This design comes from an exercise in tuning for small area and a short achievable clock period on the open sky130 flow, not from production work.
At most, simulation tests tie the RTL to the original design; equivalence was not proved.
Power is estimated from default activity; no workload was simulated.

==> 07-20 <==
==> flow/design.v (excerpt) <==
module posit8_mul (
  input        clock,
  input  [7:0] io_a_bits,
  input  [7:0] io_b_bits,
  output [7:0] io_out_bits
);
==> module posit8_decode, before the edit <==
module posit8_decode (
  input  [6:0] m,
  output [3:0] regime,    
  output       exp,
  output [3:0] frac
);
  wire [5:0] y = ~(m[5:0] ^ {6{m[6]}});
  wire t1 = y[5];
  wire t2 = t1 & y[4];
  wire t3 = t2 & y[3];
  wire t4 = t3 & y[2];
  wire t5 = t4 & y[1];
  wire t6 = t5 & y[0];
  wire [6:0] h = {t6, t5 & ~t6, t4 & ~t5, t3 & ~t4, t2 & ~t3, t1 & ~t2, ~t1};
  wire [2:0] lz = {h[4] | h[5] | h[6], h[2] | h[3] | h[6], h[1] | h[3] | h[5]};
  wire [4:0] rest;
  assign rest[4] = (h[0] & m[4]) | (h[1] & m[3]) | (h[2] & m[2]) | (h[3] & m[1]) | (h[4] & m[0]);
  assign rest[3] = (h[0] & m[3]) | (h[1] & m[2]) | (h[2] & m[1]) | (h[3] & m[0]);
  assign rest[2] = (h[0] & m[2]) | (h[1] & m[1]) | (h[2] & m[0]);
  assign rest[1] = (h[0] & m[1]) | (h[1] & m[0]);
  assign rest[0] = h[0] & m[0];
  assign regime = m[6] ? {1'b0, lz} : ~{1'b0, lz};
  assign exp    = rest[4];
  assign frac   = rest[3:0];
endmodule
==> module posit8_mul_operands, before the edit <==
module posit8_mul_operands (
  input  [7:0] a,
  input  [7:0] b,
  output [3:0] ra,        
  output [3:0] rb,
  output       ea,
  output       eb,
  output [3:0] fa,
  output [3:0] fb,
  output       special,   
  output       sign       
);
  wire za = a[6:0] == 7'd0;
  wire zb = b[6:0] == 7'd0;
  wire nar = (za & a[7]) | (zb & b[7]);
  posit8_decode da (.m(a[6:0]), .regime(ra), .exp(ea), .frac(fa));
  posit8_decode db (.m(b[6:0]), .regime(rb), .exp(eb), .frac(fb));
  assign special = za | zb;
  assign sign    = nar | (~special & (a[7] ^ b[7]));
endmodule
==> module posit8_mul_product, before the edit <==
module posit8_mul_product (
  input  [3:0] ra,
  input  [3:0] rb,
  input        ea,
  input        eb,
  input  [3:0] fa,
  input  [3:0] fb,
  input        special,
  input        sign,
  output [7:0] out
);
  wire [9:0] p = {1'b1, fa} * {1'b1, fb};
  wire       c = p[9];
  wire [4:0] rs  = {ra[3], ra} + {rb[3], rb};
  wire [4:0] rs0 = rs + {4'd0, ea & eb};      
  wire [4:0] rs1 = rs + {4'd0, ea | eb};      
  wire       ex  = ea ^ eb;
  wire [6:0] mag0, mag1;
  posit8_encode enc0 (.r(rs0), .w({ex, p[7:4]}), .mag(mag0));
  posit8_encode enc1 (.r(rs1), .w({~ex, p[8:5]}), .mag(mag1));
  wire [6:0] mag = c ? mag1 : mag0;
  assign out = {sign, special ? 7'd0 : mag};
endmodule
==> module posit8_encode, before the edit <==
module posit8_encode (
  input  [4:0] r,
  input  [4:0] w,
  output [6:0] mag
);
  wire neg = r[4];
  wire sat_hi = ~neg & (r[3:0] >= 4'd6);
  wire sat_lo = neg & (r[3:0] <= 4'd10);      
  wire [2:0] sh = neg ? ~r[2:0] : r[2:0];
  reg [6:0] m;
  always @* begin
    case (sh)
      3'd0: m = {~neg, neg, w};
      3'd1: m = {~neg, ~neg, neg, w[4:1]};
      3'd2: m = {{3{~neg}}, neg, w[4:2]};
      3'd3: m = {{4{~neg}}, neg, w[4:3]};
      3'd4: m = {{5{~neg}}, neg, w[4]};
      default: m = {{6{~neg}}, neg};
    endcase
  end
  assign mag = sat_hi ? 7'h7f : sat_lo ? 7'h01 : m;
endmodule
==> module posit8_mul, before the edit <==
module posit8_mul (
  input        clock,
  input  [7:0] io_a_bits,
  input  [7:0] io_b_bits,
  output [7:0] io_out_bits
);
  wire [3:0] ra, rb;
  wire       ea, eb;
  wire [3:0] fa, fb;
  wire       special, sign;
  reg  [3:0] ra_q, rb_q;
  reg        ea_q, eb_q;
  reg  [3:0] fa_q, fb_q;
  reg        special_q, sign_q;
  reg  [7:0] out_q;
  wire [7:0] prod;
  posit8_mul_operands ops (
    .a(io_a_bits), .b(io_b_bits),
    .ra(ra), .rb(rb), .ea(ea), .eb(eb), .fa(fa), .fb(fb),
    .special(special), .sign(sign)
  );
  posit8_mul_product mul (
    .ra(ra_q), .rb(rb_q), .ea(ea_q), .eb(eb_q), .fa(fa_q), .fb(fb_q),
    .special(special_q), .sign(sign_q),
    .out(prod)
  );
  always @(posedge clock) begin
    ra_q      <= ra;
    rb_q      <= rb;
    ea_q      <= ea;
    eb_q      <= eb;
    fa_q      <= fa;
    fb_q      <= fb;
    special_q <= special;
    sign_q    <= sign;
    out_q     <= prod;
  end
  assign io_out_bits = out_q;
endmodule
export LEC_CHECK = 0
export ABC_AREA = 1
export CAP_MARGIN = 20
export CORE_MARGIN = 2
export CORE_UTILIZATION = 40
export SLEW_MARGIN = 20
create_clock -name core_clock -period 9.0 [get_ports {clock}]
standard.sh (not shown) runs the stock make flow with config.mk's settings and CLKGATE_MAP_FILE= SYNTH_SCRIPT=/design/flow/synth_recipe.tcl, a recipe that flattens the netlist after the stock synthesis.
==> flow/flow/run.sh <==
#!/bin/bash
# Layout flow: the standard ORFS flow (standard.sh) with these changes:
#  - synthesis maps the operand stage (input ports to the first registers)
#    and the rest of the logic in two ABC runs, each with its own delay
#    target (flow/synth_stages.tcl, flow/abc_stage*.script);
#  - adders are left to ABC instead of being mapped to adder cells;
#  - ports are buffered with sky130_fd_sc_hd__buf_2.
# Each tool's output goes to the ORFS logs under orfs/logs; make's own
# output goes to flow_make.log.
set -euo pipefail
export STAGE_FLOW="$PWD/flow"
bash standard.sh \
  "SYNTH_SCRIPT=$PWD/flow/synth_stages.tcl" \
  ADDER_MAP_FILE= \
  "BUFFER_PORTS_ARGS=-buffer_cell sky130_fd_sc_hd__buf_2" \
  finish > flow_make.log 2>&1
==> flow/flow/abc_stage1.script <==
strash
dch
map -D 900
topo
buffer -c
upsize -D 900
dnsize -D 900
==> flow/flow/abc_stage2.script <==
strash
dch
map -D 2200
topo
buffer -c
upsize -D 2200
dnsize -D 2200
==> flow/flow/synth_stages.tcl <==
# The standard synthesis (synth_recipe.tcl), except that ABC maps the
# operand stage (input ports to the first registers) and the rest of the
# logic separately, each with a delay target of its own.
proc synth {args} { yosys synth -nofsm -noshare {*}$args }

proc stage_abc {abc_args} {
  set rest {}
  for {set i 0} {$i < [llength $abc_args]} {incr i} {
    set a [lindex $abc_args $i]
    if {$a eq "-script" || $a eq "-D"} { incr i; continue }
    lappend rest $a
  }
  yosys select -set stage1 w:io_a_bits w:io_b_bits %co*:-sky130_fd_sc_hd__dfxtp_1\[D\]
  yosys abc -script $::env(STAGE_FLOW)/abc_stage1.script {*}$rest @stage1
  yosys abc -script $::env(STAGE_FLOW)/abc_stage2.script {*}$rest
  yosys select -clear
}

set fh [open $::env(SCRIPTS_DIR)/synth.tcl]
set synth_src [read $fh]
close $fh
set n [regsub -all {log_cmd abc \{\*\}\$abc_args} $synth_src {stage_abc $abc_args} synth_src]
if { $n != 1 } { error "synth_stages.tcl: expected one abc call in synth.tcl, found $n" }
eval $synth_src

# left out here: clear keep_hierarchy, flatten, clean up, hide names made inside functions, write 1_2_yosys.v
==> 01-01: changes against 07-20 <==
==> flow/design.v (replaced) <==
module posit8_decode (
  input  [6:0] m,
  output       rsign,     
  output [2:0] lz,        
  output       exp,
  output [3:0] frac
);
  wire [5:0] y = ~(m[5:0] ^ {6{m[6]}});
  wire t1 = y[5];
  wire t2 = t1 & y[4];
  wire t3 = t2 & y[3];
  wire t4 = t3 & y[2];
  wire t5 = t4 & y[1];
  wire t6 = t5 & y[0];
  wire [6:0] h = {t6, t5 & ~t6, t4 & ~t5, t3 & ~t4, t2 & ~t3, t1 & ~t2, ~t1};
  assign lz = {h[4] | h[5] | h[6], h[2] | h[3] | h[6], h[1] | h[3] | h[5]};
  wire [4:0] rest;
  assign rest[4] = (h[0] & m[4]) | (h[1] & m[3]) | (h[2] & m[2]) | (h[3] & m[1]) | (h[4] & m[0]);
  assign rest[3] = (h[0] & m[3]) | (h[1] & m[2]) | (h[2] & m[1]) | (h[3] & m[0]);
  assign rest[2] = (h[0] & m[2]) | (h[1] & m[1]) | (h[2] & m[0]);
  assign rest[1] = (h[0] & m[1]) | (h[1] & m[0]);
  assign rest[0] = h[0] & m[0];
  assign rsign  = m[6];
  assign exp    = rest[4];
  assign frac   = rest[3:0];
endmodule
module posit8_mul_operands (
  input  [7:0] a,
  input  [7:0] b,
  output       rsa,       
  output [2:0] lza,       
  output       rsb,
  output [2:0] lzb,
  output       ea,
  output       eb,
  output [3:0] fa,
  output [3:0] fb,
  output       special,   
  output       sign       
);
  wire za = a[6:0] == 7'd0;
  wire zb = b[6:0] == 7'd0;
  wire nar = (za & a[7]) | (zb & b[7]);
  posit8_decode da (.m(a[6:0]), .rsign(rsa), .lz(lza), .exp(ea), .frac(fa));
  posit8_decode db (.m(b[6:0]), .rsign(rsb), .lz(lzb), .exp(eb), .frac(fb));
  assign special = za | zb;
  assign sign    = nar | (~special & (a[7] ^ b[7]));
endmodule
module posit8_mul_product (
  input        rsa,
  input  [2:0] lza,
  input        rsb,
  input  [2:0] lzb,
  input        ea,
  input        eb,
  input  [3:0] fa,
  input  [3:0] fb,
  input        special,
  input        sign,
  output [7:0] out
);
  wire [3:0] ra = rsa ? {1'b0, lza} : ~{1'b0, lza};
  wire [3:0] rb = rsb ? {1'b0, lzb} : ~{1'b0, lzb};
  wire [4:0] r0 = {ra[3], ra} + {rb[3], rb} + {4'd0, ea & eb};    
  wire       e0 = ea ^ eb;
  wire       s  = ~r0[4];                         
  wire [3:0] k  = s ? r0[3:0] : ~r0[3:0];          
  wire       sat_hi = s & (r0[3:0] >= 4'd6);       
  wire       sat_lo = ~s & (r0[3:0] <= 4'd9);      
  wire       r0_m1  = r0 == 5'b11111;              
  wire [5:0] q;
  posit8_fracmul fm (.fa(fa), .fb(fb), .q(q));
  wire       c = q[5];
  wire [5:0] g0 = {1'b0, e0, q[3:0]};
  wire [5:0] g1 = ~e0  ? {2'b01, q[4:1]} :
                  s     ? {3'b100, q[4:2]} :
                  r0_m1 ? {2'b10, q[4:1]} :
                          {1'b1, q[4:1], 1'b0};
  wire [5:0] g = c ? g1 : g0;
  wire [6:0] y = {s | g[5], g[5] ^ ~s, g[4:0]};
  reg [6:0] code;
  always @* begin
    case (k[2:0])
      3'd0: code = y;
      3'd1: code = {s, y[6:1]};
      3'd2: code = {{2{s}}, y[6:2]};
      3'd3: code = {{3{s}}, y[6:3]};
      3'd4: code = {{4{s}}, y[6:4]};
      default: code = {{5{s}}, y[6:5]};
    endcase
  end
  wire [6:0] mag = sat_hi ? 7'h7f : sat_lo ? 7'h01 : code;
  assign out = {sign, special ? 7'd0 : mag};
endmodule
module posit8_fracmul (
  input  [3:0] fa,
  input  [3:0] fb,
  output [5:0] q       
);
  wire [15:0] pp;
  genvar gi, gj;
  generate
    for (gi = 0; gi < 4; gi = gi + 1) begin : g_row
      for (gj = 0; gj < 4; gj = gj + 1) begin : g_col
        assign pp[gi*4+gj] = fa[gi] & fb[gj];
      end
    end
  endgenerate
  wire w1 = pp[7] ^ pp[10];
  wire w2 = pp[7] & pp[10];
  wire w3 = pp[11] ^ pp[14];
  wire w4 = pp[11] & pp[14];
  wire w5 = pp[3] ^ pp[6];
  wire w6 = pp[3] & pp[6];
  wire w7 = pp[13] ^ fa[0] ^ fb[0];
  wire w8 = (pp[13] & fa[0]) | (pp[13] & fb[0]) | (fa[0] & fb[0]);
  wire w9 = fa[1] ^ fb[1] ^ w2;
  wire w10 = (fa[1] & fb[1]) | (fa[1] & w2) | (fb[1] & w2);
  wire w11 = pp[15] ^ fa[2] ^ fb[2];
  wire w12 = (pp[15] & fa[2]) | (pp[15] & fb[2]) | (fa[2] & fb[2]);
  wire w13 = pp[2] ^ pp[5];
  wire w14 = pp[2] & pp[5];
  wire w15 = pp[9] ^ pp[12] ^ w5;
  wire w16 = (pp[9] & pp[12]) | (pp[9] & w5) | (pp[12] & w5);
  wire w17 = w1 ^ w6 ^ w7;
  wire w18 = (w1 & w6) | (w1 & w7) | (w6 & w7);
  wire w19 = w3 ^ w8 ^ w9;
  wire w20 = (w3 & w8) | (w3 & w9) | (w8 & w9);
  wire w21 = w4 ^ w10 ^ w11;
  wire w22 = (w4 & w10) | (w4 & w11) | (w10 & w11);
  wire w23 = fa[3] ^ fb[3] ^ w12;
  wire w24 = (fa[3] & fb[3]) | (fa[3] & w12) | (fb[3] & w12);
  wire [9:0] ra = {1'b0, 1'b1, w22, w20, w18, w16, w14, pp[8], pp[1], pp[0]};
  wire [9:0] rb = {1'b0, w24, w23, w21, w19, w17, w15, w13, pp[4], 1'b0};
  wire [9:0] g0 = ra & rb;
  wire [9:0] p0 = ra ^ rb;
  wire [9:0] g1 = g0 | (p0 & {g0[8:0], 1'b0});
  wire [9:0] p1 = p0 & {p0[8:0], 1'b0};
  wire [9:0] g2 = g1 | (p1 & {g1[7:0], 2'b0});
  wire [9:0] p2 = p1 & {p1[7:0], 2'b0};
  wire [9:0] g3 = g2 | (p2 & {g2[5:0], 4'b0});
  wire [9:0] p3 = p2 & {p2[5:0], 4'b0};
  wire [9:0] g4 = g3 | (p3 & {g3[1:0], 8'b0});
  wire [9:0] sum = p0 ^ {g4[8:0], 1'b0};
  assign q = sum[9:4];
endmodule
module posit8_mul (
  input        clock,
  input  [7:0] io_a_bits,
  input  [7:0] io_b_bits,
  output [7:0] io_out_bits
);
  wire       rsa, rsb;
  wire [2:0] lza, lzb;
  wire       ea, eb;
  wire [3:0] fa, fb;
  wire       special, sign;
  reg        rsa_q, rsb_q;
  reg  [2:0] lza_q, lzb_q;
  reg        ea_q, eb_q;
  reg  [3:0] fa_q, fb_q;
  reg        special_q, sign_q;
  reg  [7:0] out_q;
  wire [7:0] prod;
  posit8_mul_operands ops (
    .a(io_a_bits), .b(io_b_bits),
    .rsa(rsa), .lza(lza), .rsb(rsb), .lzb(lzb), .ea(ea), .eb(eb), .fa(fa), .fb(fb),
    .special(special), .sign(sign)
  );
  posit8_mul_product mul (
    .rsa(rsa_q), .lza(lza_q), .rsb(rsb_q), .lzb(lzb_q), .ea(ea_q), .eb(eb_q), .fa(fa_q), .fb(fb_q),
    .special(special_q), .sign(sign_q),
    .out(prod)
  );
  always @(posedge clock) begin
    rsa_q     <= rsa;
    lza_q     <= lza;
    rsb_q     <= rsb;
    lzb_q     <= lzb;
    ea_q      <= ea;
    eb_q      <= eb;
    fa_q      <= fa;
    fb_q      <= fb;
    special_q <= special;
    sign_q    <= sign;
    out_q     <= prod;
  end
  assign io_out_bits = out_q;
endmodule
--- a/flow/flow/run.sh
+++ b/flow/flow/run.sh
@@ -14,3 +14,4 @@
   ADDER_MAP_FILE= \
   "BUFFER_PORTS_ARGS=-buffer_cell sky130_fd_sc_hd__buf_2" \
+  $(cat flow/make_args 2>/dev/null || true) \
   finish > flow_make.log 2>&1
==> flow/flow/abc_stage2.script (replaced) <==
strash
dch
map -D 2500
topo
buffer -c
upsize -D 2500
dnsize -D 2500
==> 11-19: changes against 07-20 <==
==> flow/design.v (replaced) <==
module posit8_decode (
  input  [6:0] m,
  output [4:0] scale,
  output [3:0] frac
);
  wire [5:0] y = ~(m[5:0] ^ {6{m[6]}});
  wire t1 = y[5];
  wire t2 = t1 & y[4];
  wire t3 = t2 & y[3];
  wire t4 = t3 & y[2];
  wire t5 = t4 & y[1];
  wire t6 = t5 & y[0];
  wire [6:0] h = {t6, t5 & ~t6, t4 & ~t5, t3 & ~t4, t2 & ~t3, t1 & ~t2, ~t1};
  wire [2:0] lz = {h[4] | h[5] | h[6], h[2] | h[3] | h[6], h[1] | h[3] | h[5]};
  wire [4:0] rest;
  assign rest[4] = (h[0] & m[4]) | (h[1] & m[3]) | (h[2] & m[2]) | (h[3] & m[1]) | (h[4] & m[0]);
  assign rest[3] = (h[0] & m[3]) | (h[1] & m[2]) | (h[2] & m[1]) | (h[3] & m[0]);
  assign rest[2] = (h[0] & m[2]) | (h[1] & m[1]) | (h[2] & m[0]);
  assign rest[1] = (h[0] & m[1]) | (h[1] & m[0]);
  assign rest[0] = h[0] & m[0];
  wire [3:0] regime = m[6] ? {1'b0, lz} : ~{1'b0, lz};
  assign scale = {regime, rest[4]};
  assign frac  = rest[3:0];
endmodule
module posit8_mul_operands (
  input  [7:0] a,
  input  [7:0] b,
  output [4:0] sa,        
  output [4:0] sb,        
  output [3:0] fa,
  output [3:0] fb,
  output       special,   
  output       sign       
);
  wire za = a[6:0] == 7'd0;
  wire zb = b[6:0] == 7'd0;
  wire nar = (za & a[7]) | (zb & b[7]);
  posit8_decode da (.m(a[6:0]), .scale(sa), .frac(fa));
  posit8_decode db (.m(b[6:0]), .scale(sb), .frac(fb));
  assign special = za | zb;
  assign sign    = nar | (~special & (a[7] ^ b[7]));
endmodule
module posit8_mul_product (
  input  [4:0] sa,
  input  [4:0] sb,
  input  [3:0] fa,
  input  [3:0] fb,
  input        special,
  input        sign,
  output [7:0] out
);
  wire [9:0] p = {1'b1, fa} * {1'b1, fb};
  wire       c = p[9];
  wire [3:0] f = c ? p[8:5] : p[7:4];
  wire signed [6:0] s = $signed(sa) + $signed(sb) + $signed({1'b0, c});
  reg [6:0] mag;
  always @* begin
    if (s >= 7'sd12)       mag = 7'h7f;
    else if (s <= -7'sd12) mag = 7'h01;
    else begin : enc
      reg signed [3:0] r;
      reg [2:0] sh;
      reg signed [7:0] w;
      r = s[4:1];
      if (!r[3]) begin sh = r[2:0];  w = {2'b10, s[0], f, 1'b0}; end
      else       begin sh = ~r[2:0]; w = {2'b01, s[0], f, 1'b0}; end
      w = w >>> sh;
      mag = w[7:1];
    end
  end
  assign out = {sign, special ? 7'd0 : mag};
endmodule
module posit8_mul (
  input        clock,
  input  [7:0] io_a_bits,
  input  [7:0] io_b_bits,
  output [7:0] io_out_bits
);
  wire [4:0] sa, sb;
  wire [3:0] fa, fb;
  wire       special, sign;
  reg  [4:0] sa_q, sb_q;
  reg  [3:0] fa_q, fb_q;
  reg        special_q, sign_q;
  reg  [7:0] out_q;
  wire [7:0] prod;
  posit8_mul_operands ops (
    .a(io_a_bits), .b(io_b_bits),
    .sa(sa), .sb(sb), .fa(fa), .fb(fb), .special(special), .sign(sign)
  );
  posit8_mul_product mul (
    .sa(sa_q), .sb(sb_q), .fa(fa_q), .fb(fb_q), .special(special_q), .sign(sign_q),
    .out(prod)
  );
  always @(posedge clock) begin
    sa_q      <= sa;
    sb_q      <= sb;
    fa_q      <= fa;
    fb_q      <= fb;
    special_q <= special;
    sign_q    <= sign;
    out_q     <= prod;
  end
  assign io_out_bits = out_q;
endmodule
==> flow/flow/abc_stage2.script (replaced) <==
strash
dch
map -D 2600
topo
buffer -c
upsize -D 2600
dnsize -D 2600
==> qor summary <==
Via count: 01-01 2224; 07-20 2907; 11-19 2457
Worst path slowest cell: 01-01 sky130_fd_sc_hd__dfxtp_1; 07-20 sky130_fd_sc_hd__nor2_1; 11-19 sky130_fd_sc_hd__dfxtp_1
Total wire length after detailed routing: 01-01 4660 µm; 07-20 6380 µm; 11-19 5130 µm
Number of global-route vias before repair: 01-01 1878; 07-20 2514; 11-19 2097
Met2 demand-to-capacity share in global routing: 01-01 0.253; 07-20 0.293; 11-19 0.290
Die area: 01-01 6650 µm²; 07-20 7700 µm²; 11-19 6800 µm²
Routed vias/inst: 01-01 5.01; 07-20 5.06; 11-19 5.03
Count of different cell masters after synthesis: 01-01 50; 07-20 53; 11-19 48
Worst-case headroom to the max-slew limit: 01-01 0.499; 07-20 0.600; 11-19 0.688
Arrival time worst endpoint: 01-01 3.40 ns; 07-20 3.32 ns; 11-19 3.93 ns
Post-route total power: 01-01 591 µW; 07-20 670 µW; 11-19 625 µW
Total placed instance area: 01-01 2590 µm²; 07-20 3030 µm²; 11-19 2660 µm²
Number of clock buffer instances in the layout: 01-01 3; 07-20 4; 11-19 4
Die extent in y: 01-01 81.5 µm; 07-20 87.7 µm; 11-19 82.4 µm
End of the worst register-to-register path: 01-01 out_q[1]; 07-20 out_q[3]; 11-19 out_q[0]
Run status: 01-01 finished clean; 07-20 finished clean; 11-19 finished clean
Filler instances: 01-01 579; 07-20 709; 11-19 621
Final worst-path cycle share: 01-01 0.362; 07-20 0.345; 11-19 0.419
Worst slew pin tran: 01-01 0.744 ns; 07-20 0.595 ns; 11-19 0.466 ns
Function not checked in 11-19: the RTL went through the layout flow alone.

==> separate check: timing with driven ports <==
How much do the figures lean on ideal ports? The routed layouts below were timed once more, with nothing changed but the port constraints. Step 1 (the two cells are an assumption about what drives the block):
set clk [get_ports {clock}]
set_driving_cell -lib_cell sky130_fd_sc_hd__clkbuf_16 $clk
set_driving_cell -lib_cell sky130_fd_sc_hd__buf_2 [delete_from_list [all_inputs] $clk]
Step 2 moves the port delays by t, midway between the first and last clock arrival at a register: inputs arrive t later, outputs are due t later. That takes back most of the time a late clock gives input paths. a / b / c = ideal ports / drivers / drivers and shift; a / b = the first two.
run | t, ns | setup WS [ns] | latest minus earliest clock arrival (ns) | slew at the worst register clock pin (ns) | worst data-port slew with drivers (ns)
07-20 | 0.305 | 5.898 / 5.909 / 5.604 | 0.011 / 0.011 | 0.10 / 0.10 | 0.03
01-01 | 0.289 | 5.738 / 5.738 / 5.681 | 0.007 / 0.008 | 0.09 / 0.09 | 0.03
11-19 | 0.293 | 5.231 / 5.231 / 5.231 | 0.007 / 0.006 | 0.09 / 0.09 | 0.03
After both steps every run listed still meets setup and hold. The setup slack of 07-20, which loses most, moves by +0.011 ns with the drivers and by -0.294 ns with both steps.
